Source: an optimization exercise on an open RTL-to-GDS flow (aim: small area, a short achievable clock period and few clock cycles). Production flows keep margins and buffers that such runs may drop. Only simulation tests tie the RTL to the original design; equivalence was not proved.

**flow/design.v**
```verilog
module goldschmidt_divider (
    input wire clk,
    input wire rst_n,
    input wire start,
    input wire [15:0] numerator,       
    input wire [15:0] denominator,     
    output wire [15:0] quotient,       
    output reg valid,
    output wire error
);
reg        busy;
reg [2:0]  cnt;
reg [28:0] xn;       
reg [29:0] accn;
reg [24:0] xd;       
reg [25:0] accd;
reg [11:0] yh;       
reg [6:0]  one_n, two_n, neg_n, one_dn, two_dn, neg_dn;
reg [3:0]  lz;       
reg        eq, dz, d3one;
wire [2:0] cnt_nx = busy ? cnt + 3'd1 : 3'd0;
wire       fin    = cnt[0];      
wire [42:0] sumn;
wire [38:0] sumd;
gs_mac #(.W(30), .O(43)) mn (.a(accn), .x({xn, 1'b0}), .one(one_n), .two(two_n), .neg(neg_n), .s(sumn));
gs_mac #(.W(26), .O(39)) md (.a(accd), .x({xd, 1'b0}), .one(~one_dn), .two(~two_dn), .neg(~neg_dn), .s(sumd));
function [20:0] booth;       
    input [12:0] v;
    reg [15:0] w;
    integer i;
    begin
        w = {2'b00, v, 1'b0};
        for (i = 0; i < 7; i = i + 1) begin
            booth[i]      = w[2*i+1] ^ w[2*i];
            booth[7 + i]  = (w[2*i+2] & ~w[2*i+1] & ~w[2*i]) | (~w[2*i+2] & w[2*i+1] & w[2*i]);
            booth[14 + i] = w[2*i+2] & ~(w[2*i+1] & w[2*i]);
        end
    end
endfunction
wire [12:0] nxdig = ~sumd[24:12];    
wire [20:0] bnext = !busy ? booth(f0m1) : fin ? booth({1'b0, yh}) : booth(nxdig);
wire [15:0] d = denominator;
wire        z3 = (d[15:8] == 8'd0);
wire [15:0] d3 = z3 ? {d[7:0], 8'd0} : d;
wire        z2 = (d3[15:12] == 4'd0);
wire [15:0] d2 = z2 ? {d3[11:0], 4'd0} : d3;
wire        z1 = (d2[15:14] == 2'd0);
wire [15:0] d1 = z1 ? {d2[13:0], 2'd0} : d2;
wire        z0 = ~d1[15];
wire [15:0] d0 = z0 ? {d1[14:0], 1'b0} : d1;
wire [11:0] dn = d0[15:4];
reg [12:0] f0m1;     
always @(*) begin
    case (dn[10:8])
        3'd0: f0m1 = 13'd8191;
        3'd1: f0m1 = 13'd7281;
        3'd2: f0m1 = 13'd6553;
        3'd3: f0m1 = 13'd5957;
        3'd4: f0m1 = 13'd5460;
        3'd5: f0m1 = 13'd5040;
        3'd6: f0m1 = 13'd4680;
        default: f0m1 = 13'd4368;
    endcase
end
reg  [10:0] xinc;
wire [18:0] n4lo = {1'b0, xn[17:0]} + {1'b0, accn[29:12]};
wire [28:0] n4   = {n4lo[18] ? xinc : xn[28:18], n4lo[17:0]};
wire [43:0] qsh = {15'd0, n4} << lz;
assign quotient = qsh[31:16];
assign error    = dz;
always @(posedge clk or negedge rst_n) begin
    if (!rst_n) begin
        busy  <= 1'b0;
        valid <= 1'b0;
    end else begin
        valid <= busy & (cnt == 3'd5);
        if (!busy)
            busy <= start;
        else if (cnt == 3'd5)
            busy <= 1'b0;
    end
end
always @(posedge clk) begin
    cnt <= cnt_nx;
    xinc <= xn[28:18] + 11'd1;
    {neg_n, two_n, one_n} <= bnext;
    {neg_dn, two_dn, one_dn} <= ~bnext;
    if (!busy) begin
        xn   <= {2'd0, numerator, 11'd0};
        accn <= {2'd0, numerator, 12'd0};
        xd   <= {2'd0, dn, 11'd0};
        accd <= {2'd0, dn, 12'd0};
        lz   <= (numerator == denominator) ? 4'd0 : {z3, z2, z1, z0};
        eq   <= (numerator == denominator);
        dz   <= (denominator == 16'd0);
    end else if (fin) begin
        accn <= (cnt[2] & (d3one | eq)) ? 30'd0 : sumn[42:13];
        accd <= sumd[38:13];
    end else begin
        xn   <= (cnt[2] & eq) ? 29'h10000000 : sumn[40:12];
        accn <= {sumn[40:12], 1'b0};
        xd   <= sumd[36:12];
        accd <= {sumd[36:12], 1'b0};
        yh   <= ~sumd[36:25];
        d3one <= sumd[36];
    end
end
endmodule
module gs_mac #(parameter W = 30, parameter O = 43) (
    input  wire [W-1:0] a,
    input  wire [W-1:0] x,
    input  wire [6:0] one, two, neg,    
    output wire [O-1:0] s
);
wire [W+1:0] x1 = {2'b00, x};
wire [W+1:0] x2 = {1'b0, x, 1'b0};
wire one0 = one[0], two0 = two[0], neg0 = neg[0];
wire [W+1:0] q0 = ({(W+2){one0}} & x1 | {(W+2){two0}} & x2) ^ {(W+2){neg0}};
wire one1 = one[1], two1 = two[1], neg1 = neg[1];
wire [W+1:0] q1 = ({(W+2){one1}} & x1 | {(W+2){two1}} & x2) ^ {(W+2){neg1}};
wire one2 = one[2], two2 = two[2], neg2 = neg[2];
wire [W+1:0] q2 = ({(W+2){one2}} & x1 | {(W+2){two2}} & x2) ^ {(W+2){neg2}};
wire one3 = one[3], two3 = two[3], neg3 = neg[3];
wire [W+1:0] q3 = ({(W+2){one3}} & x1 | {(W+2){two3}} & x2) ^ {(W+2){neg3}};
wire one4 = one[4], two4 = two[4], neg4 = neg[4];
wire [W+1:0] q4 = ({(W+2){one4}} & x1 | {(W+2){two4}} & x2) ^ {(W+2){neg4}};
wire one5 = one[5], two5 = two[5], neg5 = neg[5];
wire [W+1:0] q5 = ({(W+2){one5}} & x1 | {(W+2){two5}} & x2) ^ {(W+2){neg5}};
wire one6 = one[6], two6 = two[6], neg6 = neg[6];
wire [W+1:0] q6 = ({(W+2){one6}} & x1 | {(W+2){two6}} & x2) ^ {(W+2){neg6}};
wire [O-1:0] r0 = ({{(O-W-4){1'b0}}, ~q0[W+1], q0[W+1], q0[W+1], q0[W:0]} << 0);
wire [O-1:0] r1 = ({{(O-W-3){1'b0}}, 1'b1, ~q1[W+1], q1[W:0]} << 2) | ({{(O-1){1'b0}}, neg0} << 0);
wire [O-1:0] r2 = ({{(O-W-3){1'b0}}, 1'b1, ~q2[W+1], q2[W:0]} << 4) | ({{(O-1){1'b0}}, neg1} << 2);
wire [O-1:0] r3 = ({{(O-W-3){1'b0}}, 1'b1, ~q3[W+1], q3[W:0]} << 6) | ({{(O-1){1'b0}}, neg2} << 4);
wire [O-1:0] r4 = ({{(O-W-3){1'b0}}, 1'b1, ~q4[W+1], q4[W:0]} << 8) | ({{(O-1){1'b0}}, neg3} << 6);
wire [O-1:0] r5 = ({{(O-W-3){1'b0}}, 1'b1, ~q5[W+1], q5[W:0]} << 10) | ({{(O-1){1'b0}}, neg4} << 8);
wire [O-1:0] r6 = ({{(O-W-3){1'b0}}, 1'b1, ~q6[W+1], q6[W:0]} << 12) | ({{(O-1){1'b0}}, neg5} << 10);
wire [O-1:0] ra = {{(O-W){1'b0}}, a};
wire [O-1:0] t0s0 = r0 ^ r1 ^ r2;
wire [O-1:0] t0c0 = ((r0 & r1) | (r0 & r2) | (r1 & r2)) << 1;
wire [O-1:0] t0s1 = r3 ^ r4 ^ r5;
wire [O-1:0] t0c1 = ((r3 & r4) | (r3 & r5) | (r4 & r5)) << 1;
wire [O-1:0] t1s0 = t0s0 ^ t0c0 ^ t0s1;
wire [O-1:0] t1c0 = ((t0s0 & t0c0) | (t0s0 & t0s1) | (t0c0 & t0s1)) << 1;
wire [O-1:0] t1s1 = t0c1 ^ r6 ^ ra;
wire [O-1:0] t1c1 = ((t0c1 & r6) | (t0c1 & ra) | (r6 & ra)) << 1;
wire [O-1:0] t2s0 = t1s0 ^ t1c0 ^ t1s1;
wire [O-1:0] t2c0 = ((t1s0 & t1c0) | (t1s0 & t1s1) | (t1c0 & t1s1)) << 1;
wire [O-1:0] t3s0 = t2s0 ^ t2c0 ^ t1c1;
wire [O-1:0] t3c0 = ((t2s0 & t2c0) | (t2s0 & t1c1) | (t2c0 & t1c1)) << 1;
assign s = t3s0 + t3c0;
endmodule
```
**flow/run.sh**
```bash
#!/bin/bash
# synth_recipe.tcl (not shown) runs the flow's synth.tcl, then flattens the netlist and writes it again
# the make line also repeats each setting of config.mk as NAME=value (left out here)
make -C /OpenROAD-flow-scripts/flow DESIGN_CONFIG=/design/flow/config.mk WORK_HOME=/design/flow/orfs CLKGATE_MAP_FILE= SYNTH_SCRIPT=/design/flow/synth_recipe.tcl finish
```
**flow/constraint.sdc**
```tcl
create_clock -name core_clock -period 11.0 [get_ports {clk}]
set_input_delay 2.2000 -clock core_clock [delete_from_list [all_inputs] [get_ports {clk}]]
set_output_delay 2.2000 -clock core_clock [all_outputs]
set_load 0.01 [all_outputs]
```
**flow/config.mk**
```make
export PLATFORM = sky130hd
export DESIGN_NAME = goldschmidt_divider
export DESIGN_NICKNAME = goldschmidt_divider
export VERILOG_FILES = /design/flow/design.v
export SDC_FILE = /design/flow/constraint.sdc
export NUM_CORES = 4
export LEC_CHECK = 0
export CAP_MARGIN = 20
export CORE_MARGIN = 2
export CORE_UTILIZATION = 50
export SETUP_SLACK_MARGIN = 5
export SLEW_MARGIN = 20
```
==> results.cfg, run 1 <==
[outcome]
status = no timing/DRC/antenna violations

[layout]
drive_gt1_share_pct = 14.1
area_delta_synth_final_pct = 13.0
n_antenna_cell = 0
layout.nets = 3846
design_area_mm2 = 0.0326
utilization_pct = 56.9

[cts]
cts_tree = done
cts.sinks = 183
h-tree-depth = 4
cts_buffer_depth = 2
clk_latency_ns = 0.50
hold_buffers = 0
clk_pin_slew_ns = 0.08
cts_buffers = 17
cts_root_buffer = clkbuf_16

[placement]
dpl_cell_area_mm2 = 0.0298
hpwl_mm = 68.9
io_buffers = 52
place_congestion = 0.956

[synth]
synth_edf_count = 47
ys.flop_type = dfxtp_1
synthDominantCellAreaShare_pct = 22.3
syn_area_per_cell_um2 = 8.72
yosysMostFrequentCell = inv_1
synthCells = 3310
yosysWarnings = 1
synthArstFlopShare_pct = 1.09
yosys-top-cells-count = inv_1 (526), xnor2_1 (396), fa_1 (321)
synth_seq_cells = 183
netlist_area_mm2 = 0.0289
netlist_top_cells_area = fa_1 (22%), xnor2_1 (12%), dfxtp_1 (9.3%), ha_1 (7.6%), inv_1 (6.8%)
synth_top_area_cell = fa_1
ys_types = 93
syn-num-nets = 3842
ys_seq_area_share_pct = 14.4

[setup_path]
cp-end-kind = primary output
crit_required_ns = 8.80
path_max_fanout = 6
crit_type = reg -> out
rrSetupSlack_ns = 5.10
crit_path_start_kind = register
r2r-start = neg_n[4]
worstPathArrival_ns = 3.82
reg2reg_depth = 21
timing.rr.end = xn[20]

[drt]
first_pass_iters = 5
wirelength_mm = 100
wl_per_cell_um = 24.5
antenna_left = 0
drcViolationCount = 0
routed_via_density = 6.30
drt_iter0_markers = 2204
via_count = 25800

[floorplanning]
initial_core_util_pct = 50.3
placement_rows = 88
dieArea_mm2 = 0.0597
die_h_um = 244
ios = 53
die_x_um = 244
core_area_mm2 = 0.0574

[min_path]
hold_path_class = reg -> reg
hold_start = xn[1]
hold_path_end = xn[1]
whs_path_depth = 2

[timing]
min_period_ns = 6.02
setup_viol = 0
slew_headroom_pct = 17.3
worstMarginPinSlew_ns = 1.24
period_share_pct = 54.7
rsz0062_at_grt = true
skew_ns = 0.0175
timing.final.hold_violations = 0
max_freq_ghz = 0.166
final_max_slew_viol_count = 0
holdWs_ns = 0.554
setup_tns_ns = 0

[grt]
antenna_found_initial = 1
grt_pass1_wl_mm = 153
grt_max_degree = 56
grt-ovfl-total = 0
first_global_vias = 26300
grt_util_all_layers_pct = 33.1

[flow_run]
drv_cap = 0
[worst max-delay path by stage]
stage | from | to | cells after the start
5_1_grt | xn[15] | quotient[4] | 10
3_3_place_gp | neg_dn[3] | xd[18] | 17
4_1_cts | xn[13] | quotient[10] | 11
2_1_floorplan | neg_dn[5] | one_n[5] | 23
6_report | xn[15] | quotient[4] | 10
3_5_place_dp | neg_dn[3] | accd[17] | 17
[critical path, cell delays in order, from the launching register on]
cell and delay, ns:
edfxtp_1 0.51, ha_4 0.30, a21o_1 0.19, a2111oi_4 0.44, nand3_4 0.22, a31oi_4 0.25, mux2_4 0.33, mux2i_4 0.27
mux2i_1 0.15, mux4_2 0.50, clkbuf_2 0.15
[final cells by class]
| class | count | area [um^2] |
|---|---|---|
| sequential | 183 | 4220 |
| timing repair buffer | 235 | 2150 |
| clock buffer | 17 | 425 |
| tap | 765 | 957 |
| timing repair inverter | 5 | 32.5 |
| inverter | 537 | 2120 |
| clock inverter | 15 | 160 |
| fill | 5208 | 24700 |
| multi-input combinational | 2335 | 22600 |
[layout by cell type, fill, tap and decap left out, types with 26 or more instances in the layout]
| cell | n |
|---|---|
| clkdlybuf4s50_1 | 36 |
| o21a_1 | 26 |
| a22o_1 | 29 |
| a22oi_1 | 195 |
| inv_1 | 502 |
| xor2_1 | 31 |
| o22ai_1 | 188 |
| a21o_1 | 36 |
| buf_6 | 33 |
| nand2_1 | 134 |
| nor3_1 | 31 |
| nor2_1 | 128 |
| nand3_1 | 39 |
| dfxtp_1 | 103 |
| o21ai_0 | 78 |
| mux2i_1 | 57 |
| buf_4 | 135 |
| xnor2_1 | 390 |
| fa_1 | 320 |
| ha_1 | 157 |
| a21oi_1 | 80 |
| edfxtp_1 | 47 |
| clkinvlp_4 | 26 |
[repair_timing]
item                                   CTS  global route
setup buffers                           61            62
gates resized for setup                179           168
gates cloned                             2             7
pin swaps                               13            36
endpoints found under the hold margin    0             0
setup endpoints to repair              162            95
[state kept, by name, indices dropped and copies added, names as in the netlist]
register / flops
valid: 1
yh: 12
xinc: 11
xd: 25
accd: 25
xn: 29
neg_dn: 6
one_n: 7
dz: 1
accn: 29
lz: 4
two_dn: 7
neg_n: 6
two_n: 7
eq: 1
cnt: 3
d3one: 1
busy: 1
one_dn: 7
[per-stage QoR]
stage | setup WS, ns | std cells
floorplan | 5.02 | 3310
CTS | 4.79 | 4023
finish | 4.98 | 4092
detailed placement | 3.54 | 3928
global route | 4.90 | 4092
global placement | 3.59 | 3928
[per-layer routing]
layer	vias up	routed length (um)	GRT usage, %
met2	1316	48100	55.2
li1	11300	-	-
met3	340	7370	4.71
met5	-	13	0
met1	12800	38800	40.9
met4	2	5880	19.1
[cell families (layout without fill, tap and decap cells)]
group           count (synthesis)  in the layout  synth area share, %
buf+inv                       794            809                 10.4
fa+ha+maj                     497            497                 29.9
mux                            84             84                 3.60
compound gates                849            849                 20.7
flops                         183            183                 14.4
simple gates                  474            476                 8.03
xor+xnor                      429            429                 13.0
Testbench counts, summed over its fixed seeds: cycles 112,000.
==> inputs of run 2 (changes only) <==
--- a/flow/config.mk
+++ b/flow/config.mk
@@ -6,4 +6,5 @@
 export NUM_CORES = 4
 export LEC_CHECK = 0
+export ABC_AREA = 1
 export CAP_MARGIN = 20
 export CORE_MARGIN = 2
==> results.cfg, run 2 <==
[min_path]
whs_path_depth = 1
hold_start = xn[27]
hold_path_end = xinc[9]
hold_path_class = reg -> reg

[layout]
layout_commonest_cell = inv_1
regArea_mm2 = 0.00417
multi_input_comb_area_mm2 = 0.0214
drive_gt1_share_pct = 8.46
utilization_pct = 54.7
n_antenna_cell = 0
area_delta_synth_final_pct = 8.56
final_cell_mix = inv_1 (664), nand2_1 (490), o22ai_1 (388)
layout.nets = 4303
fillers = 5597
reg_top3 = accn: 29 flops, xn: 29 flops

[cts]
cts_root_buffer = clkbuf_16
cts_buffer_depth = 2
clk_pin_slew_ns = 0.08
hold_buffers = 0
cts.sinks = 183
h-tree-depth = 4
clk_latency_ns = 0.49
cts_buffers = 17
cts_tree = done

[synth]
synth_top_area_cell = fa_1
ys_types = 54
synth_seq_cells = 183
yosys-top-cells-count = inv_1 (703), nand2_1 (494), o22ai_1 (389)
netlist_area_mm2 = 0.0290
synth_compound_area_share_pct = 16.5
synth_simple_gate_area_share_pct = 14.3
synthArstFlopShare_pct = 1.09
synth_top_family_by_area = adder cells
synthCells = 3804
synth_xor_area_share_pct = 12.6
syn-num-nets = 4336
synthMuxAreaShare_pct = 0.172
ys_seq_area_share_pct = 14.3
yosysWarnings = 1
netlist_top_cells_area = fa_1 (22%), xor2_1 (12%), dfxtp_1 (9.2%), inv_1 (9.1%), o22ai_1 (8.4%)
synth_edf_count = 47
syn_area_per_cell_um2 = 7.63
yosysMostFrequentCell = inv_1
synth-adder-area-share_pct = 29.7
ys.flop_type = dfxtp_1
synthDominantCellAreaShare_pct = 22.1

[floorplanning]
ios = 53
die_h_um = 245
die_x_um = 245
placement_rows = 88
core_area_mm2 = 0.0576
initial_core_util_pct = 50.4
dieArea_mm2 = 0.0600

[drt]
wirelength_mm = 103
drt_iter0_markers = 2220
antenna_left = 0
first_pass_iters = 6
drcViolationCount = 0
routed_via_density = 5.79
wl_per_cell_um = 22.7
via_count = 26300

[placement]
dp_slack_ns = 4.21
place_congestion = 1.02
io_buffers = 52
hpwl_mm = 80.2

[timing]
skew_ns = 0.0126
worstMarginPinSlew_ns = 0.768
final_max_slew_viol_count = 0
setup_tns_ns = 0
max_freq_ghz = 0.169
slew_headroom_pct = 48.3
period_share_pct = 53.7
setup_slack_ns = 5.09
min_period_ns = 5.91
rsz0062_at_grt = true
setup_viol = 0
timing.final.hold_violations = 0

[setup_path]
crit_type = reg -> reg
worst_path_most_repeated_cell = fa_1
critPathBufInv = 3
r2r-start = two_n[0]
cp.depth = 18
cp-end-kind = register
crit_required_ns = 11.17
crit_chain = inv_2 -> o22ai_1 -> xor2_1 -> fa_1 -> inv_1 -> fa_1 -> fa_1 -> fa_1 -> inv_1 -> ha_1 -> a21o_1 -> a31oi_1 -> o21ai_0 -> a21oi_1 -> nand2_1 -> a21oi_1 -> xor2_1 -> o21ai_1
worstPathArrival_ns = 6.08
crit_path_start_kind = register
slowest_stage = fa_1
timing.rr.end = xn[19]
path_max_fanout = 28
reg2reg_depth = 18
critPathMaxStageDelay_ns = 0.53
rrSetupSlack_ns = 5.09
critPathTopFamily = adder cells

[grt]
antenna_found_initial = 0
grt_max_degree = 50
first_global_vias = 26500
grt_util_all_layers_pct = 34.5
grt-ovfl-total = 0
grt_pass1_wl_mm = 158

[outcome]
status = no timing/DRC/antenna violations

[flow_run]
drv_cap = 0
## run 2: cell families after synthesis
family / after synthesis
AOI/OAI and AO/OA: 790
xor gates and xnor gates: 416
adders and majority gates: 497
buffers and inverters: 953
DFF: 183
muxes: 5
and+or+nand+nor: 960
## run 2: area by class of cell
cell class              count  area share (%)
multi-input cells        2668            68.0
clock buffers              19            1.37
inverters                 745            9.53
flip-flops and latches    183            13.2
repair buffers            156            4.43
well taps                 765            3.04
clock inverters            13           0.413
## run 2: routing by layer
layer	track usage [%]	wire length (um)	vias to the layer above
met3	3.88	5850	263
met1	42.8	41700	12800
met5	0	0	-
met4	18.1	6110	0
li1	-	-	12300
met2	59.2	49600	1073
## run 2: how the worst max path moves through the flow
stage                     slack [ns]       from      endpoint
after floorplan                 5.60  neg_dn[5]      one_n[6]
after global placement          4.12  neg_dn[5]     one_dn[3]
after CTS                       4.98  neg_dn[5]     one_dn[3]
after detailed placement        4.21  neg_dn[5]     one_dn[3]
after global routing            4.83      xn[7]  quotient[12]
final                           5.09   two_n[0]        xn[19]
## run 2: worst register-to-register path, delay by kind of cell, from the launching register on
kind	cells	cell delay, ns
AOI/OAI and AO/OA	7	1.49
xor gates and xnor gates	2	0.65
DFF	1	0.36
adders and majority gates	5	2.30
and+or+nand+nor	1	0.17
buffers and inverters	3	0.64
## run 2: through the flow
step	cells	instance area (um^2)	hold slack (ns)
floorplan	3804	29000	0.450
global placement	4442	29900	0.480
detailed placement	4442	29900	0.482
CTS	4503	30800	0.492
global route	4549	31500	0.567
finish	4549	31500	0.538
## run 2: repair_timing
action | in CTS | in global routing
buffers inserted | 29 | 45
pin swaps | 0 | 7
endpoints found under the setup margin | 97 | 72
gates resized for setup | 48 | 86
gates cloned | 0 | 1
==> inputs of run 3 (changes only) <==
--- a/flow/config.mk
+++ b/flow/config.mk
@@ -9,5 +9,5 @@
 export CAP_MARGIN = 20
 export CORE_MARGIN = 2
-export CORE_UTILIZATION = 50
+export CORE_UTILIZATION = 60
 export SETUP_SLACK_MARGIN = 5
 export SLEW_MARGIN = 20
==> results.cfg, run 3 <==
[synth]
synth_seq_cells = 183
synth_compound_area_share_pct = 16.5
ys_types = 54
netlist_area_mm2 = 0.0290
synth_edf_count = 47
synthCells = 3804
ys.flop_type = dfxtp_1
synthDominantCellAreaShare_pct = 22.1
synthArstFlopShare_pct = 1.09
ys_seq_area_share_pct = 14.3
synthMuxAreaShare_pct = 0.172
synth_top_area_cell = fa_1
yosysWarnings = 1
synth_simple_gate_area_share_pct = 14.3
synth-adder-area-share_pct = 29.7
syn-num-nets = 4336
synth_xor_area_share_pct = 12.6
syn_area_per_cell_um2 = 7.63
yosys-top-cells-count = inv_1 (703), nand2_1 (494), o22ai_1 (389)
yosysMostFrequentCell = inv_1
synth_top_family_by_area = adder cells
netlist_top_cells_area = fa_1 (22%), xor2_1 (12%), dfxtp_1 (9.2%), inv_1 (9.1%), o22ai_1 (8.4%)

[layout]
final_cell_mix = inv_1 (664), nand2_1 (489), o22ai_1 (389)
area_delta_synth_final_pct = 9.61
drive_gt1_share_pct = 10.3
reg_top3 = accn: 29 flops, xn: 29 flops
layout.nets = 4321
fillers = 4048
n_antenna_cell = 0
design_area_mm2 = 0.0318
layout_commonest_cell = inv_1

[timing]
slew_headroom_pct = 39.4
period_share_pct = 55.0
worstMarginPinSlew_ns = 0.909
rsz0062_at_grt = true
setup_viol = 0
final_max_slew_viol_count = 0
timing.final.hold_violations = 0
setup_tns_ns = 0
min_period_ns = 6.05
max_freq_ghz = 0.165
skew_ns = 0.0214

[min_path]
hold_start = xn[27]
hold_path_class = reg -> reg

[drt]
routed_via_density = 6.40
drt_iter0_markers = 3824
first_pass_iters = 8
drcViolationCount = 0
antenna_left = 0
wl_per_cell_um = 24.2
via_count = 28300
wirelength_mm = 107

[setup_path]
critPathMaxStageDelay_ns = 0.57
reg2reg_depth = 18
slowest_stage = edfxtp_1
crit_start = xn[16]
crit_path_start_kind = register
timing.rr.end = accn[24]
crit_type = reg -> out
worstPathArrival_ns = 3.85
r2r-start = xn[12]
crit_chain = ha_1 -> inv_1 -> nor3_1 -> a211oi_1 -> o211ai_1 -> buf_4 -> buf_4 -> nand2_1 -> o21ai_0 -> o21ai_1 -> nand2_1 -> nand2_1 -> nand2_1 -> nand2_1 -> nand2_2 -> nand2_1 -> clkdlybuf4s50_1
rrSetupSlack_ns = 4.99
setup.worst_path.end = quotient[14]
crit_required_ns = 8.80
path_max_fanout = 11
cp-end-kind = primary output
worst_path_most_repeated_cell = nand2_1

[grt]
grt_max_degree = 70
gr-usage-met2_pct = 60.0
busiest_layer = met2
grt-ovfl-total = 0
grt_pass1_wl_mm = 161
antenna_found_initial = 4
first_global_vias = 27300
use_met3_pct = 11.3
grtUsageMet1_pct = 59.8
grt_util_all_layers_pct = 42.2

[floorplanning]
die_x_um = 224
placement_rows = 80
die_h_um = 224
core_area_mm2 = 0.0477
initial_core_util_pct = 60.8
ios = 53
dieArea_mm2 = 0.0502

[placement]
hpwl_mm = 81.5
io_buffers = 52
place_congestion = 1.08
dpl_cell_area_mm2 = 0.0297

[outcome]
status = no timing/DRC/antenna violations

[cts]
cts_buffers = 17
cts_root_buffer = clkbuf_16
clk_latency_ns = 0.48
cts_tree = done
clk_pin_slew_ns = 0.08
cts.sinks = 183
cts_buffer_depth = 2
h-tree-depth = 4

[flow_run]
drv_cap = 0
## run 3: cell counts after synthesis
No cell type changed its count.
## run 3: per-stage QoR
stage	std cells	util (%)	hold WS, ns	setup slack, ns
6_report	4417	66.6	0.552	4.95
5_1_grt	4417	66.6	0.573	4.79
4_1_cts	4331	64.0	0.501	5.00
3_5_place_dp	4286	62.2	0.489	4.41
2_1_floorplan	3804	-	0.450	5.60
3_3_place_gp	4286	62.2	0.475	4.46
## run 3: cells by family after synthesis
logic type      after synthesis
xor+xnor                    416
mux                           5
simple gates                960
fa+ha+maj                   497
buf+inv                     953
flops                       183
compound gates              790
## run 3: timing repair
item,CTS,global route
pin swaps,3,9
resized for setup,72,145
setup endpoints to repair,107,87
setup buffers,10,84
cloned,3,2
endpoints found under the hold margin,0,0
hold buffers,0,0
## run 3: worst min path at each step
stage,end,cells past startpoint
after CTS,xinc[9],1
after global routing,xinc[9],1
after detailed placement,xinc[9],1
final,xinc[9],1
after global placement,xinc[9],1
after floorplan,valid,2
## run 3: critical path: cells and delay by family, from the launching register on
| kind | cells | cell delay, ns |
|---|---|---|
| AO/OA/AOI/OAI | 4 | 0.65 |
| adder cells (fa/ha/maj) | 1 | 0.43 |
| buffers and inverters | 4 | 1.02 |
| flip-flops | 1 | 0.57 |
| AND/OR/NAND/NOR | 8 | 0.69 |
## run 3: layer usage
metal	share of wire (%)	routed length, um
met1	41	43200
met4	5.4	5760
met3	13	13700
met5	0.043	46
met2	41	44000
## run 3: area by class of cell
cell class              instances  area [um^2]  share of cell area, %
inverters                     745         3000                   9.43
clock inverters                15          169                  0.531
well taps                     615          769                   2.42
repair buffers                171         1580                   4.96
multi-input cells            2668        21600                   68.0
repair inverters                3         22.5                 0.0708
clock buffers                  17          425                   1.34
flip-flops and latches        183         4220                   13.3
==> inputs of run 4 (changes only) <==
--- a/flow/config.mk
+++ b/flow/config.mk
@@ -9,5 +9,6 @@
 export CAP_MARGIN = 20
 export CORE_MARGIN = 2
-export CORE_UTILIZATION = 60
+export CORE_UTILIZATION = 50
+export PLACE_DENSITY = 0.75
 export SETUP_SLACK_MARGIN = 5
 export SLEW_MARGIN = 20
==> results.cfg, run 4 <==
[outcome]
status = no timing/DRC/antenna violations

[setup_path]
path_max_fanout = 22
crit_required_ns = 11.22
crit_path_start_kind = register
cp-end-kind = register
worstPathArrival_ns = 6.11
crit_type = reg -> reg

[cts]
h-tree-depth = 4
cts_tree = done
cts.sinks = 183
cts_root_buffer = clkbuf_16
cts_buffer_depth = 2
hold_buffers = 0
clk_pin_slew_ns = 0.08
clk_latency_ns = 0.48
cts_buffers = 17

[timing]
timing.final.hold_violations = 0
slew_headroom_pct = 42.0
min_period_ns = 5.89
max_freq_ghz = 0.170
setup_slack_ns = 5.11
worstMarginPinSlew_ns = 0.870
period_share_pct = 53.5
rsz0062_at_grt = true
setup_tns_ns = 0
skew_ns = 0.0227
holdWs_ns = 0.525
setup_viol = 0
final_max_slew_viol_count = 0

[synth]
syn_area_per_cell_um2 = 7.63
synthDominantCellAreaShare_pct = 22.1
synth_top_area_cell = fa_1
ys_types = 54
ys.flop_type = dfxtp_1
netlist_area_mm2 = 0.0290
synth_seq_cells = 183
yosys-top-cells-count = inv_1 (703), nand2_1 (494), o22ai_1 (389)
synthArstFlopShare_pct = 1.09
yosysMostFrequentCell = inv_1
synth_edf_count = 47
synthCells = 3804
ys_seq_area_share_pct = 14.3
netlist_top_cells_area = fa_1 (22%), xor2_1 (12%), dfxtp_1 (9.2%), inv_1 (9.1%), o22ai_1 (8.4%)
syn-num-nets = 4336
yosysWarnings = 1

[grt]
antenna_found_initial = 3
first_global_vias = 25900
grt_pass1_wl_mm = 150
grt_max_degree = 49
grt-ovfl-total = 0
grt_util_all_layers_pct = 32.3

[layout]
regArea_mm2 = 0.00417
final_cell_mix = inv_1 (665), nand2_1 (492), o22ai_1 (389)
utilization_pct = 55.3
area_delta_synth_final_pct = 9.77
layout.nets = 4331
fillers = 5372
reg_top3 = accn: 29 flops, xn: 29 flops
layout_commonest_cell = inv_1
drive_gt1_share_pct = 9.02
design_area_mm2 = 0.0319
multi_input_comb_area_mm2 = 0.0214

[drt]
wl_met2_mm = 41.5
antenna_left = 0
wirelength_mm = 98.3
met1_length_mm = 40.3
first_pass_iters = 9
dr_wl_met3_mm = 13.4
wl_per_cell_um = 21.5
routed_via_density = 5.97
via_count = 27300
drt_iter0_markers = 2979
top_layer = met5
drcViolationCount = 0

[floorplanning]
die_x_um = 245
initial_core_util_pct = 50.4
die_h_um = 245
placement_rows = 88
ios = 53
dieArea_mm2 = 0.0600
core_area_mm2 = 0.0576

[flow_run]
drv_cap = 0

[min_path]
hold_path_class = reg -> reg

[placement]
dp_slack_ns = 4.62
hpwl_mm = 73.9
dpl_cell_area_mm2 = 0.0300
io_buffers = 52
place_congestion = 1.01
-- run 4: area by class of cell --
type                       count  area share, %
antenna                        1        0.00785
sequential                   183           13.1
tap                          765           3.00
multi-input combinational   2668           67.1
clock inverter                15          0.730
inverter                     745           9.41
clock buffer                  17           1.34
timing repair buffer         181           5.27
timing repair inverter         3         0.0550
-- run 4: path summary, 6_finish.rpt --
path                           to  slack (ns)      from  cells past startpoint
setup reg to reg           xn[24]        5.11  neg_n[3]                     21
max in group asynchronous   valid        9.01     rst_n                      1
min in group asynchronous    busy        1.88     rst_n                      1
setup / recovery           xn[24]        5.11  neg_n[3]                     21
hold reg to reg             valid        0.52    cnt[2]                      2
hold / removal              valid        0.52    cnt[2]                      2
-- run 4: logic make-up after synthesis --
logic type | count (synthesis) | synth area share, %
mux | 5 | 0.172
fa+ha+maj | 497 | 29.7
simple gates | 960 | 14.3
buf+inv | 953 | 12.4
compound gates | 790 | 16.5
flops | 183 | 14.3
xor+xnor | 416 | 12.6
-- run 4: worst max-delay path, stage by stage, from the launching register on --
cell	delay (ns)
dfxtp_1	0.31
buf_4	0.43
clkinvlp_4	0.19
buf_4	0.20
xor2_1	0.23
fa_1	0.49
fa_1	0.56
fa_1	0.51
inv_1	0.05
fa_1	0.45
ha_1	0.34
a21oi_1	0.22
o21ai_0	0.19
a21oi_1	0.20
o21ai_0	0.17
a21oi_1	0.30
o21bai_1	0.20
nand2_1	0.09
nand2_1	0.07
or2_2	0.30
nand3_1	0.07
nand2_1	0.05
-- run 4: metal layers --
metal,up-vias,GRT usage [%]
li1,12300,-
met1,13100,45.4
met2,1703,47.5
met3,241,10.4
met4,2,9.16
met5,-,0
-- run 4: repair_timing --
item | in CTS | in global routing
gates resized for setup | 11 | 112
buffers inserted | 5 | 89
cloned | 0 | 4
pin swaps | 0 | 4
endpoints found under the setup margin | 68 | 116
-- run 4: metrics by stage --
step	cells
2_1_floorplan	3804
3_3_place_gp	4446
3_5_place_dp	4447
4_1_cts	4484
5_1_grt	4577
6_report	4578
==> inputs of run 5 (changes only) <==
--- a/flow/config.mk
+++ b/flow/config.mk
@@ -7,8 +7,7 @@
 export LEC_CHECK = 0
 export ABC_AREA = 1
-export CAP_MARGIN = 20
+export CAP_MARGIN = 10
 export CORE_MARGIN = 2
 export CORE_UTILIZATION = 50
-export PLACE_DENSITY = 0.75
 export SETUP_SLACK_MARGIN = 5
-export SLEW_MARGIN = 20
+export SLEW_MARGIN = 10
==> results.cfg, run 5 <==
[placement]
dp_slack_ns = 4.21
dp.cells = 4442
hpwl_mm = 80.1
place_congestion = 1.02
io_buffers = 52

[synth]
ys_seq_area_share_pct = 14.3
synth_seq_cells = 183
synth_edf_count = 47
syn_area_per_cell_um2 = 7.63
synthCells = 3804
yosys-top-cells-count = inv_1 (703), nand2_1 (494), o22ai_1 (389)
yosysMostFrequentCell = inv_1
netlist_top_cells_area = fa_1 (22%), xor2_1 (12%), dfxtp_1 (9.2%), inv_1 (9.1%), o22ai_1 (8.4%)
synth_top_area_cell = fa_1
synthArstFlopShare_pct = 1.09
yosysWarnings = 1
ys.flop_type = dfxtp_1
synthDominantCellAreaShare_pct = 22.1
ys_types = 54
netlist_area_mm2 = 0.0290
syn-num-nets = 4336

[setup_path]
crit_path_start_kind = register
cp-end-kind = register
crit_required_ns = 11.17
path_max_fanout = 28
crit_type = reg -> reg
worstPathArrival_ns = 6.08

[floorplanning]
die_x_um = 245
ios = 53
core_area_mm2 = 0.0576
dieArea_mm2 = 0.0600
die_h_um = 245
initial_core_util_pct = 50.4
placement_rows = 88

[grt]
antenna_found_initial = 0
grt_max_degree = 50
gr-usage-met2_pct = 59.2
grt-ovfl-total = 0
use_met3_pct = 3.88
busiest_layer = met2
grt_util_all_layers_pct = 34.5
first_global_vias = 26500
grtUsageMet1_pct = 42.8
grt_pass1_wl_mm = 158

[cts]
cts_tree = done
cts_buffers = 17
clk_latency_ns = 0.49
clk_pin_slew_ns = 0.08
cts_buffer_depth = 2
h-tree-depth = 4
cts.sinks = 183
hold_buffers = 0
cts_root_buffer = clkbuf_16

[drt]
drt_iter0_markers = 2204
drcViolationCount = 0
wirelength_mm = 103
via_count = 26400
routed_via_density = 5.80
antenna_left = 0
first_pass_iters = 6
wl_per_cell_um = 22.7

[layout]
instances_no_fill = 4550
layout_commonest_cell = inv_1
final_cell_mix = inv_1 (664), nand2_1 (490), o22ai_1 (388)
drive_gt1_share_pct = 8.46
layout.nets = 4303
reg_top3 = accn: 29 flops, xn: 29 flops
area_delta_synth_final_pct = 8.56
fillers = 5596

[timing]
setup_viol = 0
min_period_ns = 5.92
slew_headroom_pct = 30.4
worstMarginPinSlew_ns = 1.03
period_share_pct = 53.8
final_max_slew_viol_count = 0
rsz0062_at_grt = true
setup_tns_ns = 0
max_freq_ghz = 0.169
setup_slack_ns = 5.08
skew_ns = 0.0148
holdWs_ns = 0.538
timing.final.hold_violations = 0

[min_path]
hold_path_class = reg -> reg

[flow_run]
drv_cap = 0

[outcome]
status = no timing/DRC/antenna violations
run 5: logic make-up after synthesis:
logic type | synth area share, %
XOR/XNOR | 12.6
buffers and inverters | 12.4
AO/OA/AOI/OAI | 16.5
adder cells (fa/ha/maj) | 29.7
flip-flops | 14.3
AND/OR/NAND/NOR | 14.3
multiplexers | 0.172
run 5: per-layer routing:
| layer | part of all wire, % | up-vias |
|---|---|---|
| li1 | - | 12300 |
| met1 | 40 | 12800 |
| met2 | 48 | 1094 |
| met3 | 5.7 | 269 |
| met4 | 5.9 | 0 |
| met5 | 0 | - |
run 5: repair_timing:
item	in CTS	in global routing
cloned	0	1
endpoints found under the setup margin	97	72
pin swaps	0	7
setup buffers	29	45
resized for setup	48	86
hold endpoints to repair	0	0
run 5: final timing paths:
path,start,slack [ns],cells after the start,endpoint
setup / recovery,two_n[0],5.08,18,xn[19]
max in group asynchronous,rst_n,9.02,1,valid
min in group asynchronous,rst_n,1.87,1,busy
hold / removal,xn[27],0.54,1,xinc[9]
setup reg to reg,two_n[0],5.08,18,xn[19]
hold reg to reg,xn[27],0.54,1,xinc[9]
run 5: layout make-up:
cell class                 instances  area, um^2  area share [%]
antenna                            1        2.50         0.00794
clock buffer                      19         433            1.37
clock inverter                    13         130           0.413
inverter                         745        3000            9.52
multi-input combinational       2668       21400            68.0
sequential                       183        4170            13.2
tap                              765         957            3.04
timing repair buffer             156        1400            4.43
run 5: critical path, cell delays in order (launching register included):
cell and delay [ns]:
dfxtp_1 0.36, inv_2 0.50, o22ai_1 0.18, xor2_1 0.32, fa_1 0.47, inv_1 0.07
fa_1 0.45, fa_1 0.47, fa_1 0.53, inv_1 0.06, ha_1 0.38, a21o_1 0.23
a31oi_1 0.17, o21ai_0 0.15, a21oi_1 0.14, nand2_1 0.18, a21oi_1 0.34, xor2_1 0.32
o21ai_1 0.23
run 5: through the flow:
| step | util [%] | area [um^2] |
|---|---|---|
| global route | 54.7 | 31500 |
| CTS | 53.5 | 30800 |
| detailed placement | 52.0 | 29900 |
| global placement | 52.0 | 29900 |
| floorplan | - | 29000 |
| finish | 54.7 | 31500 |
==> inputs of run 6 (changes only) <==
--- a/flow/config.mk
+++ b/flow/config.mk
@@ -7,7 +7,7 @@
 export LEC_CHECK = 0
 export ABC_AREA = 1
-export CAP_MARGIN = 10
+export CAP_MARGIN = 20
 export CORE_MARGIN = 2
 export CORE_UTILIZATION = 50
-export SETUP_SLACK_MARGIN = 5
-export SLEW_MARGIN = 10
+export SETUP_SLACK_MARGIN = 4.5
+export SLEW_MARGIN = 20
==> results.cfg, run 6 <==
[cts]
cts_buffers = 17
clk_latency_ns = 0.49
cts_root_buffer = clkbuf_16
h-tree-depth = 4
cts.sinks = 183
cts_tree = done
hold_buffers = 0
clk_pin_slew_ns = 0.08
cts_buffer_depth = 2

[floorplanning]
die_x_um = 245
die_h_um = 245
placement_rows = 88
core_area_mm2 = 0.0576
dieArea_mm2 = 0.0600
initial_core_util_pct = 50.4
ios = 53

[synth]
synthDominantCellAreaShare_pct = 22.1
yosysMostFrequentCell = inv_1
yosysWarnings = 1
netlist_top_cells_area = fa_1 (22%), xor2_1 (12%), dfxtp_1 (9.2%), inv_1 (9.1%), o22ai_1 (8.4%)
synth_seq_cells = 183
syn-num-nets = 4336
syn_area_per_cell_um2 = 7.63
synth_top_area_cell = fa_1
ys_types = 54
netlist_area_mm2 = 0.0290
synthArstFlopShare_pct = 1.09
ys.flop_type = dfxtp_1
synth_edf_count = 47
synthCells = 3804
yosys-top-cells-count = inv_1 (703), nand2_1 (494), o22ai_1 (389)
ys_seq_area_share_pct = 14.3

[setup_path]
critPathTopFamily = adder cells
critPathMaxStageDelay_ns = 0.50
crit_path_start_kind = register
cp-end-kind = register
crit_type = reg -> reg
slowest_stage = fa_1
reg2reg_depth = 22
rrSetupSlack_ns = 4.65
setup.worst_path.end = one_dn[3]
worst_path_most_repeated_cell = inv_1
crit_start = xd[6]
timing.rr.end = one_dn[3]
crit_required_ns = 11.42
r2r-start = xd[6]
cp.depth = 22
crit_chain = inv_1 -> o22ai_1 -> xor2_1 -> fa_1 -> inv_1 -> fa_1 -> fa_1 -> inv_1 -> fa_1 -> ha_1 -> a21oi_1 -> o21ai_0 -> a21oi_1 -> nand2_1 -> a21oi_1 -> inv_1 -> or2_2 -> nand2_1 -> ha_1 -> o22ai_1 -> inv_1 -> nand2_1
critPathBufInv = 5
path_max_fanout = 15
worstPathArrival_ns = 6.77

[grt]
antenna_found_initial = 1
grt_util_all_layers_pct = 34.4
grt_pass1_wl_mm = 157
grt_max_degree = 50
grt-ovfl-total = 0
first_global_vias = 26300

[placement]
hpwl_mm = 80.2
place_congestion = 1.02
io_buffers = 52

[layout]
reg_top3 = accn: 29 flops, xn: 29 flops
drive_gt1_share_pct = 5.34
n_antenna_cell = 0
layout.nets = 4249
area_delta_synth_final_pct = 5.92
layout_commonest_cell = inv_1
final_cell_mix = inv_1 (690), nand2_1 (493), o22ai_1 (389)

[timing]
final_max_slew_viol_count = 0
slew_headroom_pct = 44.0
min_period_ns = 6.35
rsz0062_at_grt = true
setup_viol = 0
max_freq_ghz = 0.157
period_share_pct = 57.7
holdWs_ns = 0.493
worstMarginPinSlew_ns = 0.839
setup_tns_ns = 0
timing.final.hold_violations = 0
skew_ns = 0.0141

[drt]
via_count = 26000
drt_iter0_markers = 2040
wirelength_mm = 102
drcViolationCount = 0
first_pass_iters = 6
routed_via_density = 5.79
wl_per_cell_um = 22.8
antenna_left = 0

[flow_run]
drv_cap = 0

[min_path]
hold_path_class = reg -> reg

[outcome]
status = no timing/DRC/antenna violations
[run 6: worst reg2reg max path, stage by stage, from the launching register on]
cell and delay [ns]:
dfxtp_1 0.31, inv_1 0.49, o22ai_1 0.20, xor2_1 0.19, fa_1 0.50, inv_1 0.06
fa_1 0.50, fa_1 0.49, inv_1 0.05, fa_1 0.44, ha_1 0.39, a21oi_1 0.29
o21ai_0 0.14, a21oi_1 0.31, nand2_1 0.21, a21oi_1 0.33, inv_1 0.18, or2_2 0.30
nand2_1 0.26, ha_1 0.30, o22ai_1 0.17, inv_1 0.06, nand2_1 0.11
[run 6: worst min path at each step]
stage          startpoint      end  slack (ns)  cells after the start
3_5_place_dp       xn[27]  xinc[9]        0.48                      1
5_1_grt            xn[27]  xinc[9]        0.52                      1
6_report           xn[27]  xinc[9]        0.49                      1
2_1_floorplan      cnt[2]    valid        0.45                      2
3_3_place_gp       xn[27]  xinc[9]        0.48                      1
4_1_cts            xn[27]  xinc[9]        0.49                      1
[run 6: final cells by class]
cell class	instances	area (um^2)
flip-flops and latches	183	4160
repair buffers	102	925
inverters	745	2860
well taps	765	957
multi-input cells	2668	21300
clock inverters	13	130
fillers	5672	26800
clock buffers	19	433
[run 6: per-layer routing]
metal  track usage [%]  vias to the layer above  share of wire, %
met5                 0                        -                 0
met4              17.8                        0               5.6
met3              3.58                      230               5.3
met2              58.9                     1004                48
met1              42.8                    12600                41
li1                  -                    12100                 -
[run 6: timing repair]
item	CTS	global route
setup endpoints to repair	9	12
gates resized for setup	9	22
buffers inserted	0	21
[run 6: logic make-up (layout without fill, tap and decap cells)]
kind of cell	Yosys count	after routing	synth area share, %
compound gates	790	790	16.5
xor+xnor	416	416	12.6
fa+ha+maj	497	497	29.7
buf+inv	953	879	12.4
flops	183	183	14.3
mux	5	5	0.172
simple gates	960	960	14.3
[run 6: per-stage QoR]
| stage | instances | setup slack (ns) | utilization (%) | cell area [um^2] |
|---|---|---|---|---|
| after floorplan | 3804 | 5.60 | - | 29000 |
| after global placement | 4442 | 4.12 | 52.0 | 29900 |
| after detailed placement | 4442 | 4.21 | 52.0 | 29900 |
| after CTS | 4474 | 4.52 | 53.0 | 30500 |
| after global routing | 4495 | 4.44 | 53.4 | 30700 |
| final | 4495 | 4.65 | 53.4 | 30700 |
==> inputs of run 7 (changes only) <==
==> flow/flow/run.sh (new file) <==
#!/bin/bash
# The standard layout (standard.sh: the standard flow's own ORFS run, synthesis
# unchanged), with a larger setup margin for ORFS's timing repair.  The
# clock period and the constraints stay the design's.
set -euo pipefail
bash standard.sh SETUP_SLACK_MARGIN=6.5 finish > standard.log 2>&1
==> flow/standard.sh (new file) <==
#!/bin/bash
# synth_recipe.tcl (not shown) runs the flow's synth.tcl, then flattens the netlist and writes it again
# the make line also repeats each setting of config.mk as NAME=value (left out here)
make -C /OpenROAD-flow-scripts/flow DESIGN_CONFIG=/design/flow/config.mk WORK_HOME=/design/flow/orfs CLKGATE_MAP_FILE= SYNTH_SCRIPT=/design/flow/synth_recipe.tcl "${@:-finish}"
--- a/flow/config.mk
+++ b/flow/config.mk
@@ -10,4 +10,3 @@
 export CORE_MARGIN = 2
 export CORE_UTILIZATION = 50
-export SETUP_SLACK_MARGIN = 4.5
 export SLEW_MARGIN = 20
removed: flow/run.sh
==> results.cfg, run 7 <==
[synth]
ys_types = 54
synthCells = 3804
syn_area_per_cell_um2 = 7.63
synthArstFlopShare_pct = 1.09
yosysWarnings = 1
synth_seq_cells = 183
yosys-top-cells-count = inv_1 (703), nand2_1 (494), o22ai_1 (389)
netlist_top_cells_area = fa_1 (22%), xor2_1 (12%), dfxtp_1 (9.2%), inv_1 (9.1%), o22ai_1 (8.4%)
synth_top_area_cell = fa_1
syn-num-nets = 4336
synthDominantCellAreaShare_pct = 22.1
yosysMostFrequentCell = inv_1
ys.flop_type = dfxtp_1
synth_edf_count = 47
ys_seq_area_share_pct = 14.3
netlist_area_mm2 = 0.0290

[floorplanning]
die_x_um = 245
ios = 53
core_area_mm2 = 0.0576
die_h_um = 245
initial_core_util_pct = 50.4
dieArea_mm2 = 0.0600
placement_rows = 88

[timing]
period_share_pct = 49.3
min_period_ns = 5.42
rsz0062_at_grt = true
timing.final.hold_violations = 0
max_freq_ghz = 0.185
final_max_slew_viol_count = 0
worstMarginPinSlew_ns = 0.949
skew_ns = 0.0189
holdWs_ns = 0.553
slew_headroom_pct = 36.7
setup_viol = 0
setup_tns_ns = 0

[cts]
clk_pin_slew_ns = 0.08
cts_buffer_depth = 2
cts_root_buffer = clkbuf_16
cts_buffers = 17
clk_latency_ns = 0.52
cts.sinks = 183
hold_buffers = 0
h-tree-depth = 4
cts_tree = done

[placement]
place_congestion = 1.03
io_buffers = 52
dpl_cell_area_mm2 = 0.0308
hpwl_mm = 82.0

[grt]
grt_util_all_layers_pct = 39.7
first_global_vias = 30100
antenna_found_initial = 0
grt-ovfl-total = 0
grt_max_degree = 55
grt_pass1_wl_mm = 180

[drt]
first_pass_iters = 5
wl_per_cell_um = 25.3
via_count = 29500
routed_via_density = 6.04
drcViolationCount = 0
drt_iter0_markers = 2537
wirelength_mm = 124
antenna_left = 0

[outcome]
status = no timing/DRC/antenna violations

[layout]
layout_commonest_cell = inv_1
design_area_mm2 = 0.0410
layout.nets = 4642
drive_gt1_share_pct = 37.4
area_delta_synth_final_pct = 41.3
final_cell_mix = inv_1 (581), nand2_1 (343), xor2_1 (333)
reg_top3 = accn: 29 flops, xn: 29 flops

[setup_path]
critPathMaxStageDelay_ns = 0.44
cp-end-kind = primary output
crit_path_start_kind = register
path_max_fanout = 6
worstPathArrival_ns = 3.22
crit_type = reg -> out
crit_required_ns = 8.80
slowest_stage = dfxtp_2
crit_chain = ha_4 -> a21oi_1 -> o21ai_1 -> nand2_1 -> nand3_2 -> nand2_1 -> o211ai_1 -> buf_4 -> buf_8 -> nand2_4 -> o21ai_4 -> or2_4 -> o211ai_1 -> nand3_2 -> nand3_2 -> nand2_1 -> buf_2

[flow_run]
drv_cap = 0

[min_path]
hold_path_class = reg -> reg
## run 7: cell counts after synthesis
Identical to the previous run, type by type.
## run 7: worst max-delay path, delay by kind of cell (launching register included)
family,cells,cell delay [ns]
adders and majority gates,1,0.25
AOI/OAI and AO/OA,5,0.66
and+or+nand+nor,8,0.89
DFF,1,0.44
buffers and inverters,3,0.48
## run 7: routing by layer
layer  vias up  share of wire [%]  track usage, %
met4         0                9.2            30.6
met3       503                6.3            5.97
met5         -                  0               0
met1     14600                 36            44.4
met2      1444                 49            68.1
li1      12900                  -               -
## run 7: final timing paths
check | cells after the start | slack [ns] | startpoint | to
setup / recovery | 17 | 5.58 | xn[5] | quotient[5]
hold / removal | 1 | 0.55 | xn[27] | xinc[9]
setup reg to reg | 20 | 5.61 | xn[9] | xn[16]
hold reg to reg | 1 | 0.55 | xn[27] | xinc[9]
max in group asynchronous | 1 | 9.05 | rst_n | busy
min in group asynchronous | 1 | 1.83 | rst_n | valid
## run 7: what timing repair did
item	in CTS	in global routing
setup buffers	306	100
setup endpoints to repair	177	177
cloned	9	3
resized for setup	1121	388
hold endpoints to repair	0	0
pin swaps	274	216
## run 7: area by class of cell
type | count | area [um^2]
Multi-Input combinational cell | 2669 | 26900
Fill cell | 4260 | 16600
Timing Repair Buffer | 491 | 4960
Sequential cell | 183 | 4290
Inverter | 745 | 3210
Tap cell | 765 | 957
Clock buffer | 17 | 425
Clock inverter | 15 | 205
Timing Repair inverter | 3 | 20.0
Antenna cell | 1 | 2.50
## run 7: cell families (layout without fill, tap and decap cells)
logic type / after synthesis / in the layout / synth area share [%]
AOI/OAI and AO/OA: 790 / 790 / 16.5
xor gates and xnor gates: 416 / 416 / 12.6
adders and majority gates: 497 / 497 / 29.7
buffers and inverters: 953 / 1271 / 12.4
DFF: 183 / 183 / 14.3
muxes: 5 / 5 / 0.172
other: 0 / 1 / 0
and+or+nand+nor: 960 / 961 / 14.3
## run 7: stage by stage
step / std cells / setup WS, ns / util [%]
2_1_floorplan: 3804 / 6.27 / -
3_3_place_gp: 4438 / 4.35 / 53.5
3_5_place_dp: 4438 / 4.30 / 53.5
4_1_cts: 4785 / 5.72 / 66.7
5_1_grt: 4888 / 5.47 / 71.2
6_report: 4889 / 5.58 / 71.2
==> inputs of run 8 (changes only) <==
--- a/flow/design.v
+++ b/flow/design.v
@@ -67,5 +67,5 @@
 wire [28:0] n4   = {n4lo[18] ? xinc : xn[28:18], n4lo[17:0]};
 wire [43:0] qsh = {15'd0, n4} << lz;
-assign quotient = qsh[31:16];
+assign quotient = eq ? 16'h1000 : qsh[31:16];
 assign error    = dz;
 always @(posedge clk or negedge rst_n) begin
@@ -91,12 +91,12 @@
         xd   <= {2'd0, dn, 11'd0};
         accd <= {2'd0, dn, 12'd0};
-        lz   <= (numerator == denominator) ? 4'd0 : {z3, z2, z1, z0};
+        lz   <= {z3, z2, z1, z0};
         eq   <= (numerator == denominator);
         dz   <= (denominator == 16'd0);
     end else if (fin) begin
-        accn <= (cnt[2] & (d3one | eq)) ? 30'd0 : sumn[42:13];
+        accn <= (cnt[2] & d3one) ? 30'd0 : sumn[42:13];
         accd <= sumd[38:13];
     end else begin
-        xn   <= (cnt[2] & eq) ? 29'h10000000 : sumn[40:12];
+        xn   <= sumn[40:12];
         accn <= {sumn[40:12], 1'b0};
         xd   <= sumd[36:12];
==> flow/run.sh (new file) <==
#!/bin/bash
# synth_recipe.tcl (not shown) runs the flow's synth.tcl, then flattens the netlist and writes it again
# the make line also repeats each setting of config.mk as NAME=value (left out here)
make -C /OpenROAD-flow-scripts/flow DESIGN_CONFIG=/design/flow/config.mk WORK_HOME=/design/flow/orfs CLKGATE_MAP_FILE= SYNTH_SCRIPT=/design/flow/synth_recipe.tcl finish
--- a/flow/config.mk
+++ b/flow/config.mk
@@ -10,3 +10,4 @@
 export CORE_MARGIN = 2
 export CORE_UTILIZATION = 50
+export SETUP_SLACK_MARGIN = 5
 export SLEW_MARGIN = 20
removed: flow/flow/run.sh
removed: flow/standard.sh
==> results.cfg, run 8 <==
[outcome]
status = no timing/DRC/antenna violations

[setup_path]
crit_required_ns = 11.25
cp-end-kind = register
reg2reg_depth = 21
crit_start = xn[10]
path_max_fanout = 8
r2r-start = xn[10]
timing.rr.end = xn[23]
crit_type = reg -> reg
worstPathArrival_ns = 6.19
crit_path_start_kind = register
setup.worst_path.end = xn[23]
rrSetupSlack_ns = 5.06

[synth]
synth_seq_cells = 183
synthArstFlopShare_pct = 1.09
synth_top_area_cell = fa_1
synthDominantCellAreaShare_pct = 22.1
synthCells = 3826
synth-adder-area-share_pct = 29.6
ys.flop_type = dfxtp_1
yosysWarnings = 1
netlist_area_mm2 = 0.0291
netlist_top_cells_area = fa_1 (22%), xor2_1 (11%), dfxtp_1 (9.2%), inv_1 (9.2%), o22ai_1 (8.0%)
ys_seq_area_share_pct = 14.2
synth_compound_area_share_pct = 16.7
synth_top_family_by_area = adder cells
yosysMostFrequentCell = inv_1
synth_simple_gate_area_share_pct = 14.7
yosys-top-cells-count = inv_1 (712), nand2_1 (492), o22ai_1 (372), xor2_1 (372), fa_1 (321)
synth_xor_area_share_pct = 12.2
ys_types = 61
synthMuxAreaShare_pct = 0
syn-num-nets = 4358
synth_edf_count = 47
syn_area_per_cell_um2 = 7.61

[cts]
clk_latency_ns = 0.51
cts_root_buffer = clkbuf_16
cts.sinks = 183
clk_pin_slew_ns = 0.08
cts_buffer_depth = 2
cts_buffers = 17
hold_buffers = 0
cts_tree = done
h-tree-depth = 4

[drt]
drt_iter0_markers = 1911
wirelength_mm = 102
antenna_left = 0
first_pass_iters = 5
drcViolationCount = 0
routed_via_density = 5.79
wl_per_cell_um = 22.1
via_count = 26600

[grt]
first_global_vias = 26700
antenna_found_initial = 0
grt_pass1_wl_mm = 156
grt-ovfl-total = 0
grt_max_degree = 74
grt_util_all_layers_pct = 34.0

[timing]
slew_headroom_pct = 40.9
min_period_ns = 5.94
max_freq_ghz = 0.168
final_max_slew_viol_count = 0
timing.final.hold_violations = 0
setup_tns_ns = 0
skew_ns = 0.0246
rsz0062_at_grt = true
holdWs_ns = 0.470
setup_viol = 0
period_share_pct = 54.0
setup_slack_ns = 5.06
worstMarginPinSlew_ns = 0.887

[layout]
final_cell_mix = inv_1 (676), nand2_1 (488), o22ai_1 (372)
fillers = 5636
instances_no_fill = 4596
multi_input_comb_area_mm2 = 0.0215
drive_gt1_share_pct = 9.37
area_delta_synth_final_pct = 9.89
n_antenna_cell = 0
regArea_mm2 = 0.00417
layout_commonest_cell = inv_1
layout.nets = 4350
reg_top3 = accn: 29 flops, xn: 29 flops
utilization_pct = 55.6

[floorplanning]
die_h_um = 245
dieArea_mm2 = 0.0602
die_x_um = 245
ios = 53
placement_rows = 88
core_area_mm2 = 0.0576
initial_core_util_pct = 50.6

[min_path]
hold_path_class = reg -> reg
whs_path_depth = 2

[placement]
place_congestion = 1.04
dp.cells = 4469
io_buffers = 52
hpwl_mm = 76.7
dp_slack_ns = 4.50

[flow_run]
drv_cap = 0
run 8: worst min path at each step:
stage                     slack [ns]    end  startpoint
after CTS                       0.47  valid      cnt[2]
after global routing            0.51  valid      cnt[2]
after detailed placement        0.46  valid      cnt[2]
final                           0.47  valid      cnt[2]
after floorplan                 0.44  valid      cnt[2]
after global placement          0.46  valid      cnt[2]
run 8: worst max-delay path, cell delays in order, from the launching register on:
cell and delay [ns]:
dfxtp_1 0.48, clkinvlp_4 0.29, buf_2 0.25, buf_4 0.15, o22ai_1 0.18, xor2_1 0.12, fa_1 0.55, inv_1 0.05
fa_1 0.50, fa_1 0.50, inv_1 0.06, fa_1 0.45, ha_1 0.40, a21oi_1 0.16, inv_1 0.08, a31oi_1 0.32
o21ai_0 0.21, a221oi_1 0.33, nand2_1 0.15, or2_2 0.30, nand3_1 0.09, nand2_1 0.06
run 8: area by class of cell:
type                    instances  share of cell area (%)
inverters                     750                    9.43
well taps                     765                    2.99
repair inverters                1                  0.0235
clock inverters                15                   0.567
flip-flops and latches        183                    13.0
multi-input cells            2686                    67.2
repair buffers                179                    5.38
clock buffers                  17                    1.33
run 8: logic make-up after synthesis:
family                   Yosys count
AO/OA/AOI/OAI                    812
AND/OR/NAND/NOR                  968
XOR/XNOR                         407
buffers and inverters            959
flip-flops                       183
adder cells (fa/ha/maj)          497
run 8: through the flow:
| step | instance area [um^2] |
|---|---|
| final | 32000 |
| after CTS | 30700 |
| after floorplan | 29100 |
| after global placement | 30000 |
| after detailed placement | 30000 |
| after global routing | 32000 |
run 8: metal layers:
layer / routed length (um) / track usage [%]
met5: 0 / 0
met2: 49600 / 58.8
met3: 6610 / 5.27
met4: 6110 / 18.7
met1: 39400 / 40.4
run 8: what timing repair did:
action,CTS,global route
buffers inserted,3,89
pin swaps,1,5
endpoints found under the setup margin,143,103
gates resized for setup,31,118
cloned,0,3
Testbench counts of run 8, summed over its fixed seeds: cycles 112,000.
==> inputs of run 9 (changes only) <==
==> flow/flow/run.sh (new file) <==
#!/bin/bash
# The standard layout (standard.sh), with one change to synthesis:
# SYNTH_ARGS=-noabc skips the quick ABC pass inside Yosys's "synth" fine
# stage, so extract_fa sees the adder trees as written and maps them to
# full adders without inverters between them.  Registers, their names and
# cell types are those of the standard synthesis; the final ABC mapping,
# floorplan, placement, CTS, routing and constraints are the standard ones.
set -euo pipefail
bash standard.sh SYNTH_ARGS=-noabc finish > standard.log 2>&1
==> flow/standard.sh (new file) <==
#!/bin/bash
# synth_recipe.tcl (not shown) runs the flow's synth.tcl, then flattens the netlist and writes it again
# the make line also repeats each setting of config.mk as NAME=value (left out here)
make -C /OpenROAD-flow-scripts/flow DESIGN_CONFIG=/design/flow/config.mk WORK_HOME=/design/flow/orfs CLKGATE_MAP_FILE= SYNTH_SCRIPT=/design/flow/synth_recipe.tcl "${@:-finish}"
removed: flow/run.sh
==> results.cfg, run 9 <==
[layout]
regArea_mm2 = 0.00417
reg_top3 = accn: 29 flops, xn: 29 flops
multi_input_comb_area_mm2 = 0.0218
design_area_mm2 = 0.0302
n_antenna_cell = 0
layout.nets = 3951
final_cell_mix = nand2_1 (522), o22ai_1 (367), xor2_1 (366)
instances_no_fill = 4166
fillers = 5224
drive_gt1_share_pct = 8.31
layout_commonest_cell = nand2_1
area_delta_synth_final_pct = 8.32

[grt]
antenna_found_initial = 0
grt-ovfl-total = 0
grt_pass1_wl_mm = 157
grt_max_degree = 79
grt_util_all_layers_pct = 35.9
first_global_vias = 26800

[timing]
worstMarginPinSlew_ns = 1.06
skew_ns = 0.0126
holdWs_ns = 0.522
max_freq_ghz = 0.168
final_max_slew_viol_count = 0
setup_viol = 0
min_period_ns = 5.94
period_share_pct = 54.0
slew_headroom_pct = 29.2
setup_tns_ns = 0
rsz0062_at_grt = true
timing.final.hold_violations = 0

[cts]
clk_latency_ns = 0.48
cts_tree = done
cts_buffer_depth = 2
h-tree-depth = 4
cts_root_buffer = clkbuf_16
cts_buffers = 17
clk_pin_slew_ns = 0.08
hold_buffers = 0
cts.sinks = 183

[floorplanning]
die_x_um = 240
initial_core_util_pct = 50.5
placement_rows = 86
ios = 53
dieArea_mm2 = 0.0576
die_h_um = 240
core_area_mm2 = 0.0551

[min_path]
hold_path_class = reg -> reg
hold_start = yh[0]

[synth]
synth_edf_count = 47
syn_area_per_cell_um2 = 8.03
ys_seq_area_share_pct = 14.9
synth_top_area_cell = fa_1
synthDominantCellAreaShare_pct = 23.4
yosysMostFrequentCell = nand2_1
ys.flop_type = dfxtp_1
netlist_top_cells_area = fa_1 (23%), xor2_1 (12%), dfxtp_1 (9.6%), ha_1 (8.4%), o22ai_1 (8.3%)
yosys-top-cells-count = nand2_1 (528), o22ai_1 (368), xor2_1 (368)
synthCells = 3466
netlist_area_mm2 = 0.0278
yosysWarnings = 1
ys_types = 58
synth_seq_cells = 183
syn-num-nets = 4012
synthArstFlopShare_pct = 1.09

[outcome]
status = no timing/DRC/antenna violations

[setup_path]
crit_start = xn[0]
crit_type = reg -> out
crit_required_ns = 8.80
r2r-start = xd[14]
crit_path_start_kind = register
cp-end-kind = primary output
worstPathArrival_ns = 3.74
path_max_fanout = 13

[flow_run]
drv_cap = 0

[drt]
drt_iter0_markers = 2196
via_count = 25800
wl_per_cell_um = 24.7
drcViolationCount = 0
routed_via_density = 6.20
wirelength_mm = 103
antenna_left = 0
first_pass_iters = 6

[placement]
place_congestion = 1.02
dpl_cell_area_mm2 = 0.0287
hpwl_mm = 77.1
io_buffers = 52
dp.cells = 4092
-- run 9: cell types whose count changed after synthesis, sizes merged, moves of 9 or more --
cell / before / now
a21oi: 141 / 153
clkbuf: 139 / 123
ha: 176 / 186
inv: 739 / 327
nand2: 511 / 548
nor2: 173 / 195
o21ai: 183 / 166
o21bai: 24 / 15
or2: 27 / 39
-- run 9: kinds of logic (layout without fill, tap and decap cells) --
group                      after synthesis  count (layout)  share of synthesized area (%)
and+or+nand+nor                       1044            1045                           16.5
AOI/OAI and AO/OA                      789             789                           16.9
buffers and inverters                  537             488                           7.36
adders and majority gates              511             511                           31.7
xor gates and xnor gates               402             402                           12.6
DFF                                    183             183                           14.9
-- run 9: cell type report --
class,count,area share (%)
Multi-Input combinational cell,2747,72.4
Sequential cell,183,13.8
Inverter,337,4.60
Timing Repair Buffer,118,3.90
Tap cell,748,3.10
Clock buffer,17,1.41
Clock inverter,15,0.747
Timing Repair inverter,1,0.0249
-- run 9: per-layer routing --
layer,vias to the layer above,global-route usage (%),wire [um]
li1,11600,-,-
met1,12700,43.1,39900
met2,1208,60.6,49200
met3,337,5.19,6700
met4,0,22.8,7080
met5,-,0,0
-- run 9: what timing repair did --
item / CTS / global route
buffers inserted: 2 / 38
resized for setup: 46 / 68
endpoints found under the hold margin: 0 / 0
cloned: 1 / 1
pin swaps: 4 / 5
endpoints found under the setup margin: 31 / 52
-- run 9: critical path, cell delays in order, from the launching register on --
cell and delay, ns:
dfxtp_4 0.38, nand2_4 0.09, inv_1 0.08, fa_1 0.43, nand3_1 0.09, nand2_1 0.11, nand2_1 0.09, nand2_1 0.11
nand2_1 0.11, nand2_2 0.09, nand2_4 0.15, nand2_8 0.11, o211ai_1 0.28, nand3_1 0.17, a21oi_2 0.19, o21ai_1 0.12
nor2_1 0.11, clkdlybuf4s50_1 0.54
-- run 9: path summary, 6_finish.rpt --
| path | depth (start not counted) | slack (ns) | end |
|---|---|---|---|
| min in group asynchronous | 1 | 1.87 | valid |
| worst min-delay path | 1 | 0.52 | two_n[0] |
| max in group asynchronous | 1 | 9.01 | busy |
| worst max-delay path | 17 | 5.06 | quotient[15] |
| worst min register to register | 1 | 0.52 | two_n[0] |
| worst max register to register | 19 | 5.08 | one_n[4] |
-- run 9: stage by stage --
stage	util (%)	setup slack [ns]
finish	54.8	5.06
CTS	53.6	5.00
detailed placement	52.2	4.53
floorplan	-	5.79
global placement	52.2	4.54
global route	54.8	4.82

port drivers added, routing unchanged:
Ports are ideal in the flow. The routed layouts listed here were re-timed in OpenROAD.
Step 1 (the two cells are an assumption about what drives the block):
set clk [get_ports {clk}]
set_driving_cell -lib_cell sky130_fd_sc_hd__clkbuf_16 $clk
set_driving_cell -lib_cell sky130_fd_sc_hd__buf_2 [delete_from_list [all_inputs] $clk]
Step 2 moves the port delays by t, midway between the first and last clock arrival at a register: inputs arrive t later, outputs are due t later. That takes back most of the time a late clock gives input paths.
a / b / c = ideal ports / drivers / drivers and shift; a / b = the first two.
run	shift t [ns]	slack for setup (ns)	hold slack, ns	worst setup path at the end	clock arrival spread, ns
run 1	0.557	4.983 / 4.918 / 4.688	0.554 / 0.554 / 0.554	input to register	0.018 / 0.017
run 2	0.538	5.091 / 5.058 / 5.087	0.538 / 0.538 / 0.538	input to register	0.014 / 0.014
run 3	0.533	4.952 / 4.890 / 4.994	0.552 / 0.552 / 0.552	register to register	0.024 / 0.024
run 4	0.524	5.113 / 5.059 / 5.113	0.525 / 0.525 / 0.525	register to register	0.023 / 0.023
run 5	0.538	5.084 / 5.055 / 5.084	0.538 / 0.538 / 0.538	register to register	0.015 / 0.015
run 6	0.539	4.648 / 4.648 / 4.648	0.493 / 0.493 / 0.493	register to register	0.014 / 0.014
run 7	0.566	5.581 / 5.522 / 5.557	0.553 / 0.553 / 0.553	input to register	0.020 / 0.021
run 8	0.550	5.062 / 5.062 / 5.062	0.470 / 0.470 / 0.470	register to register	0.025 / 0.025
run 9	0.528	5.056 / 5.005 / 5.081	0.522 / 0.522 / 0.522	register to register	0.014 / 0.013
After both steps every run listed still meets setup and hold. The setup slack of run 1, which loses most, moves by -0.065 ns with the drivers and by -0.295 ns with both steps.
